Context: an optimization exercise on an open-source flow, tuned for a short achievable clock period and few clock cycles. The choices shown serve that exercise and are no tape-out recipe. Where RTL was checked, it was by simulation tests only, not by an equivalence proof against the original.

## yarrow
// Pipelined_CPU
module Pipelined_CPU(
    input clk,
    input reset,
    output reg [31:0] iaddr,
    input [31:0] idata,
    output reg [31:0] daddr,
    input [31:0] drdata,
    output reg [31:0] dwdata,
    output reg [3:0] we,
    output reg [31:0] pc
    );
Size in the first run: about 5500 cells after synthesis, roughly 72000 µm² of cells after synthesis.
export LEC_CHECK = 0
export CAP_MARGIN = 20
export CORE_MARGIN = 2
export CORE_UTILIZATION = 40
export SLEW_MARGIN = 20
create_clock -name core_clock -period 9.0 [get_ports {clk}]
standard.sh (not shown) runs the stock make flow with config.mk's settings and CLKGATE_MAP_FILE= SYNTH_SCRIPT=/design/flow/synth_recipe.tcl, a recipe that flattens the netlist after the stock synthesis.
==> flow/flow/run.sh <==
#!/bin/bash
set -euo pipefail
bash standard.sh SETUP_SLACK_MARGIN=6 finish > standard_make.log 2>&1
Testbench counts of yarrow, summed over its fixed seeds: cycles 61,859.
Setup changes, yarrow to nickel
- SETUP_SLACK_MARGIN: unset -> 5
- ABC_CLOCK_PERIOD_IN_PS: unset -> 3000
==> flow/run.sh (new file) <==
#!/bin/bash
# synth_recipe.tcl (not shown) runs the flow's synth.tcl, then flattens the netlist and writes it again
# the make line also repeats each setting of config.mk as NAME=value (left out here)
make -C /OpenROAD-flow-scripts/flow DESIGN_CONFIG=/design/flow/config.mk WORK_HOME=/design/flow/orfs CLKGATE_MAP_FILE= SYNTH_SCRIPT=/design/flow/synth_recipe.tcl finish
removed: flow/flow/run.sh
removed: flow/standard.sh
## What came out
nickel: done, clean on timing, DRC and antenna. Reported for yarrow and nickel, number of sinks handled by clock tree synthesis turned out identical to the last digit. Looking at via count of the first global-routing pass, nickel sits 9.2% lower than yarrow does. Vias: nickel fewer than yarrow. The run showing the smaller combined area of the multi-input logic cells is nickel. Diff yarrow..nickel | number of flops mapped to enable cells by yosys | unchanged. Of yarrow and nickel, the run reporting the lower cell area was nickel.
Changes in maple relative to nickel:
- removing SETUP_SLACK_MARGIN (formerly 5)
- removing ABC_CLOCK_PERIOD_IN_PS (formerly 3000)
==> flow/flow/run.sh (new file) <==
#!/bin/bash
set -euo pipefail
bash standard.sh SETUP_SLACK_MARGIN=5.25 finish > standard_make.log 2>&1
==> flow/standard.sh (new file) <==
#!/bin/bash
# synth_recipe.tcl (not shown) runs the flow's synth.tcl, then flattens the netlist and writes it again
# the make line also repeats each setting of config.mk as NAME=value (left out here)
make -C /OpenROAD-flow-scripts/flow DESIGN_CONFIG=/design/flow/config.mk WORK_HOME=/design/flow/orfs CLKGATE_MAP_FILE= SYNTH_SCRIPT=/design/flow/synth_recipe.tcl "${@:-finish}"
removed: flow/run.sh
Results
Comparing maple and nickel, the lower sequential share of layout area was measured on maple. maple drops more vias than nickel. Relative to nickel, the post-route worst hold slack of maple is higher by 0.020 ns.
Input changes introduced in fjord (baseline for comparison: maple):
==> flow/flow/run.sh <==
#!/bin/bash
set -euo pipefail
bash standard.sh SETUP_SLACK_MARGIN=5.5 finish > standard_make.log 2>&1
==> summary.txt <==
- No run among fjord and maple stopped early or left any final violation; all are clean.
- Compared with maple, fjord shows a higher via count.
- Relative to maple, global-route total usage across every layer has increased by 1.0 points in fjord.
- Compared maple against fjord; register area within noise.
- Looking at post-cts gate resize count, fjord sits 306 higher than maple does.
- For maple, the end of the critical path was pc_r[27], unlike fjord, where it was pc_r[15].
- Layout-stage area growth over the synthesis result: fjord > maple
- Compared with maple, global placer's final weighted congestion in fjord decreased slightly.


== the baseline ==
The RTL this note starts from:
==> flow/design.v <==
`timescale 1ns / 1ps
module Pipelined_CPU(
    input clk,
    input reset,
    output reg [31:0] iaddr,
    input [31:0] idata,
    output reg [31:0] daddr,
    input [31:0] drdata,
    output reg [31:0] dwdata,
    output reg [3:0] we,
    output reg [31:0] pc
    );
    reg [31:0] pc_r;
    reg        d_valid;
    reg [31:0] d_ir;
    reg [31:0] d_pc;
    reg        e_valid;
    reg [31:0] e_a;         
    reg [31:0] e_b;         
    reg [31:0] e_sd;        
    reg [31:0] e_imm;
    reg [31:0] e_pre;       
    reg [31:0] e_alt;       
    reg [4:0]  e_rd;
    reg        e_wen;
    reg        e_load;
    reg        e_store;
    reg        e_br;
    reg        e_jalr;
    reg        e_pred;
    reg [2:0]  e_f3;
    reg        e_sub;
    reg        e_arith;
    reg [8:0]  e_sel;       
    reg        e_fa1, e_fa2, e_fb1, e_fb2, e_fs1, e_fs2;
    reg        m_wen;
    reg        m_load;
    reg [4:0]  m_rd;
    reg [31:0] m_res;
    reg [2:0]  m_f3;
    reg        w_wen;
    reg [4:0]  w_rd;
    reg [31:0] w_res;
    reg [31:0] rf [1:31];
    wire [6:0] op = d_ir[6:0];
    wire [4:0] rs1 = d_ir[19:15];
    wire [4:0] rs2 = d_ir[24:20];
    wire [4:0] rd  = d_ir[11:7];
    wire [2:0] f3  = d_ir[14:12];
    wire is_lui   = (op == 7'b0110111);
    wire is_auipc = (op == 7'b0010111);
    wire is_jal   = (op == 7'b1101111);
    wire is_jalr  = (op == 7'b1100111);
    wire is_br    = (op == 7'b1100011);
    wire is_load  = (op == 7'b0000011);
    wire is_store = (op == 7'b0100011);
    wire is_alui  = (op == 7'b0010011);
    wire is_alur  = (op == 7'b0110011);
    wire use_rs1 = is_jalr | is_br | is_load | is_store | is_alui | is_alur;
    wire use_rs2 = is_br | is_store | is_alur;
    wire rs2_alu = is_br | is_alur;      
    wire wen     = (is_lui | is_auipc | is_jal | is_jalr | is_load | is_alui | is_alur) & (rd != 5'd0);
    wire [31:0] imm_i = {{20{d_ir[31]}}, d_ir[31:20]};
    wire [31:0] imm_s = {{20{d_ir[31]}}, d_ir[31:25], d_ir[11:7]};
    wire [31:0] imm_b = {{19{d_ir[31]}}, d_ir[31], d_ir[7], d_ir[30:25], d_ir[11:8], 1'b0};
    wire [31:0] imm_u = {d_ir[31:12], 12'd0};
    wire [31:0] imm_j = {{11{d_ir[31]}}, d_ir[31], d_ir[19:12], d_ir[20], d_ir[30:21], 1'b0};
    wire [31:0] imm = is_store ? imm_s :
                      (is_lui | is_auipc) ? imm_u : imm_i;
    wire [31:0] poff = is_br ? imm_b : is_jal ? imm_j : imm_u;
    wire [31:0] psum = d_pc + poff;
    wire [31:0] pc4  = d_pc + 32'd4;
    wire [31:0] rf1 = (rs1 == 5'd0) ? 32'd0 : rf[rs1];
    wire [31:0] rf2 = (rs2 == 5'd0) ? 32'd0 : rf[rs2];
    wire [31:0] rv1 = (w_wen && w_rd == rs1) ? w_res : rf1;
    wire [31:0] rv2 = (w_wen && w_rd == rs2) ? w_res : rf2;
    wire hz1 = use_rs1 && e_load && e_wen && (e_rd == rs1);
    wire hz2 = use_rs2 && e_load && e_wen && (e_rd == rs2);
    wire stall = d_valid && e_valid && (hz1 || hz2);
    wire pred = is_jal | (is_br & d_ir[31]);
    wire x1 = e_valid && e_wen;        
    wire x2 = m_wen;                   
    wire fa1 = use_rs1 && x1 && (e_rd == rs1);
    wire fa2 = use_rs1 && x2 && (m_rd == rs1) && !fa1;
    wire fr1 = use_rs2 && x1 && (e_rd == rs2);
    wire fr2 = use_rs2 && x2 && (m_rd == rs2) && !fr1;
    wire alu_sub = (is_alur & d_ir[30] & (f3 == 3'b000)) |
                   ((is_alur | is_alui) & (f3 == 3'b010 || f3 == 3'b011)) |
                   is_br;
    wire alu_op = is_alur | is_alui;
    wire [8:0] sel;
    assign sel[0] = (alu_op & f3 == 3'b000) | is_load | is_store;
    assign sel[1] = alu_op & f3 == 3'b010;
    assign sel[2] = alu_op & f3 == 3'b011;
    assign sel[3] = alu_op & f3 == 3'b100;
    assign sel[4] = alu_op & f3 == 3'b110;
    assign sel[5] = alu_op & f3 == 3'b111;
    assign sel[6] = alu_op & f3 == 3'b001;
    assign sel[7] = alu_op & f3 == 3'b101;
    assign sel[8] = is_lui | is_auipc | is_jal | is_jalr;
    wire [31:0] pre = is_lui ? imm_u : is_auipc ? psum : pc4;
    wire [31:0] a  = e_fa1 ? m_res : e_fa2 ? w_res : e_a;
    wire [31:0] b  = e_fb1 ? m_res : e_fb2 ? w_res : e_b;
    wire [31:0] sd = e_fs1 ? m_res : e_fs2 ? w_res : e_sd;
    wire [31:0] bx = e_sub ? ~b : b;
    wire [32:0] sum = {1'b0, a} + {1'b0, bx} + {32'd0, e_sub};
    wire        ltu = ~sum[32];
    wire        lts = (a[31] ^ b[31]) ? a[31] : sum[31];
    wire        eq  = (a == b);
    wire [31:0] sll = a << b[4:0];
    wire [31:0] srl = $signed({e_arith & a[31], a}) >>> b[4:0];
    wire [31:0] res =
        ({32{e_sel[0]}} & sum[31:0]) |
        ({32{e_sel[1]}} & {31'd0, lts}) |
        ({32{e_sel[2]}} & {31'd0, ltu}) |
        ({32{e_sel[3]}} & (a ^ b)) |
        ({32{e_sel[4]}} & (a | b)) |
        ({32{e_sel[5]}} & (a & b)) |
        ({32{e_sel[6]}} & sll) |
        ({32{e_sel[7]}} & srl) |
        ({32{e_sel[8]}} & e_pre);
    reg taken;
    always @(*) begin
        case (e_f3)
            3'b000: taken = eq;
            3'b001: taken = ~eq;
            3'b100: taken = lts;
            3'b101: taken = ~lts;
            3'b110: taken = ltu;
            3'b111: taken = ~ltu;
            default: taken = 1'b0;
        endcase
    end
    wire mispred = e_valid && e_br && (taken != e_pred);
    wire jump    = e_valid && e_jalr;
    wire ex_redirect = mispred || jump;
    wire [31:0] ex_target = e_jalr ? {sum[31:1], 1'b0} : e_alt;
    reg [3:0]  st_we;
    reg [31:0] st_data;
    always @(*) begin
        st_data = sd;
        st_we   = 4'b0000;
        case (e_f3)
            3'b000: begin
                st_we   = 4'b0001 << sum[1:0];
                st_data = {4{sd[7:0]}};
            end
            3'b001: begin
                st_we   = sum[1] ? 4'b1100 : 4'b0011;
                st_data = {2{sd[15:0]}};
            end
            3'b010: st_we = 4'b1111;
            default: st_we = 4'b0000;
        endcase
    end
    reg [31:0] ld;
    wire [1:0] la = m_res[1:0];
    always @(*) begin
        case (m_f3)
            3'b000: case (la)
                        2'b00: ld = {{24{drdata[7]}},  drdata[7:0]};
                        2'b01: ld = {{24{drdata[15]}}, drdata[15:8]};
                        2'b10: ld = {{24{drdata[23]}}, drdata[23:16]};
                        default: ld = {{24{drdata[31]}}, drdata[31:24]};
                    endcase
            3'b001: ld = la[1] ? {{16{drdata[31]}}, drdata[31:16]} : {{16{drdata[15]}}, drdata[15:0]};
            3'b100: case (la)
                        2'b00: ld = {24'd0, drdata[7:0]};
                        2'b01: ld = {24'd0, drdata[15:8]};
                        2'b10: ld = {24'd0, drdata[23:16]};
                        default: ld = {24'd0, drdata[31:24]};
                    endcase
            3'b101: ld = la[1] ? {16'd0, drdata[31:16]} : {16'd0, drdata[15:0]};
            default: ld = drdata;
        endcase
    end
    wire id_redirect = d_valid && pred && !stall;
    wire [31:0] pc_seq = stall ? pc_r : id_redirect ? psum : pc_r + 32'd4;
    wire [31:0] pc_next = ex_redirect ? ex_target : pc_seq;
    always @(*) begin
        iaddr  = pc_r;
        pc     = pc_r;
        daddr  = m_res;
    end
    always @(posedge clk) begin
        if (reset) pc_r <= 32'd0;
        else       pc_r <= pc_next;
        if (reset || ex_redirect || id_redirect)
            d_valid <= 1'b0;
        else if (!stall)
            d_valid <= 1'b1;
        if (!stall) begin
            d_ir <= idata;
            d_pc <= pc_r;
        end
        if (reset || ex_redirect || stall || !d_valid)
            e_valid <= 1'b0;
        else
            e_valid <= 1'b1;
        e_a     <= rv1;
        e_b     <= rs2_alu ? rv2 : imm;
        e_sd    <= rv2;
        e_imm   <= imm;
        e_pre   <= pre;
        e_alt   <= pred ? pc4 : psum;
        e_rd    <= rd;
        e_wen   <= wen;
        e_load  <= is_load;
        e_store <= is_store;
        e_br    <= is_br;
        e_jalr  <= is_jalr;
        e_pred  <= pred;
        e_f3    <= f3;
        e_sub   <= alu_sub;
        e_arith <= d_ir[30];
        e_sel   <= sel;
        e_fa1   <= fa1;
        e_fa2   <= fa2;
        e_fb1   <= fr1 & rs2_alu;
        e_fb2   <= fr2 & rs2_alu;
        e_fs1   <= fr1;
        e_fs2   <= fr2;
        m_wen  <= !reset && e_valid && e_wen;
        m_load <= e_load;
        m_rd   <= e_rd;
        m_res  <= res;
        m_f3   <= e_f3;
        we     <= (!reset && e_valid && e_store) ? st_we : 4'b0000;
        dwdata <= st_data;
        w_wen <= !reset && m_wen;
        w_rd  <= m_rd;
        w_res <= m_load ? ld : m_res;
        if (w_wen) rf[w_rd] <= w_res;
    end
endmodule
export LEC_CHECK = 0
export CAP_MARGIN = 20
export CORE_MARGIN = 2
export CORE_UTILIZATION = 40
export SLEW_MARGIN = 20
create_clock -name core_clock -period 9.0 [get_ports {clk}]
run.sh (not shown) runs the stock make flow with config.mk's settings and CLKGATE_MAP_FILE= SYNTH_SCRIPT=/design/flow/synth_recipe.tcl, a recipe that flattens the netlist after the stock synthesis.
Stock flow here: none of the scripts above is used.
The baseline completed end to end with timing, DRC and antenna clean.
### the baseline -> the candidate
Settings: an added SETUP_SLACK_MARGIN of 5; an added ABC_CLOCK_PERIOD_IN_PS of 3000.
Results
Comparing first-iteration DRC count for the candidate and the baseline, the smaller number came from the baseline. Lower via count of the first global-routing pass among the candidate and the baseline: the baseline. The candidate vs. the baseline: post-route cell area increased by 4.8% relative to the old numbers; achievable frequency increased by 34% relative to the old numbers; smallest hold slack increased by 0.014 ns relative to the old numbers; instance area at placement increased by 0.34% relative to the old numbers; register area closely matched the old numbers. Delta(critical path depth, the candidate - the baseline) > 0. The candidate vs the baseline, critical path capture point: pc_r[5] vs pc_r[16]. Diff the candidate..the baseline | placed instance count | negligible. The candidate completed end to end with timing, DRC and antenna clean. The candidate ended with more mean number of vias per cell than the baseline.
No functional check of the RTL was part of any run of this note.

## separate check: timing with driven ports
The flow's constraints put no driver on any port. The routed layouts listed below were extracted and timed again, unchanged, in two steps.
Step 1, drivers: a clkbuf_16 drives clk and a buf_2 each remaining input, both assumed.
Step 2, shift: input delay + t, output delay - t, t = (earliest + latest rising clock arrival at the registers) / 2. This alone moves slack from input paths to output paths.
a / b / c = ideal / step 1 / step 2; a / b = the first two.
| run | t (ns) | setup slack, ns | worst register clock-pin slew, ns | worst data-port slew with drivers (ns) |
|---|---|---|---|---|
| yarrow | 0.895 | 4.497 / 4.497 / 4.127 | 0.07 / 0.07 | 0.42 |
| nickel | 0.877 | 4.951 / 4.725 / 3.848 | 0.07 / 0.07 | 0.33 |
| maple | 0.864 | 4.819 / 4.814 / 3.950 | 0.07 / 0.07 | 0.35 |
| fjord | 0.853 | 4.934 / 4.884 / 4.031 | 0.07 / 0.07 | 0.41 |
| the baseline | 0.903 | 2.716 / 2.716 / 2.716 | 0.07 / 0.07 | 0.28 |
| the candidate | 0.916 | 4.322 / 4.322 / 4.168 | 0.07 / 0.07 | 0.26 |
After both steps every run listed still meets setup and hold. For nickel, which loses most, drivers alone change the setup slack by -0.226 ns; drivers and shift together by -1.103 ns.
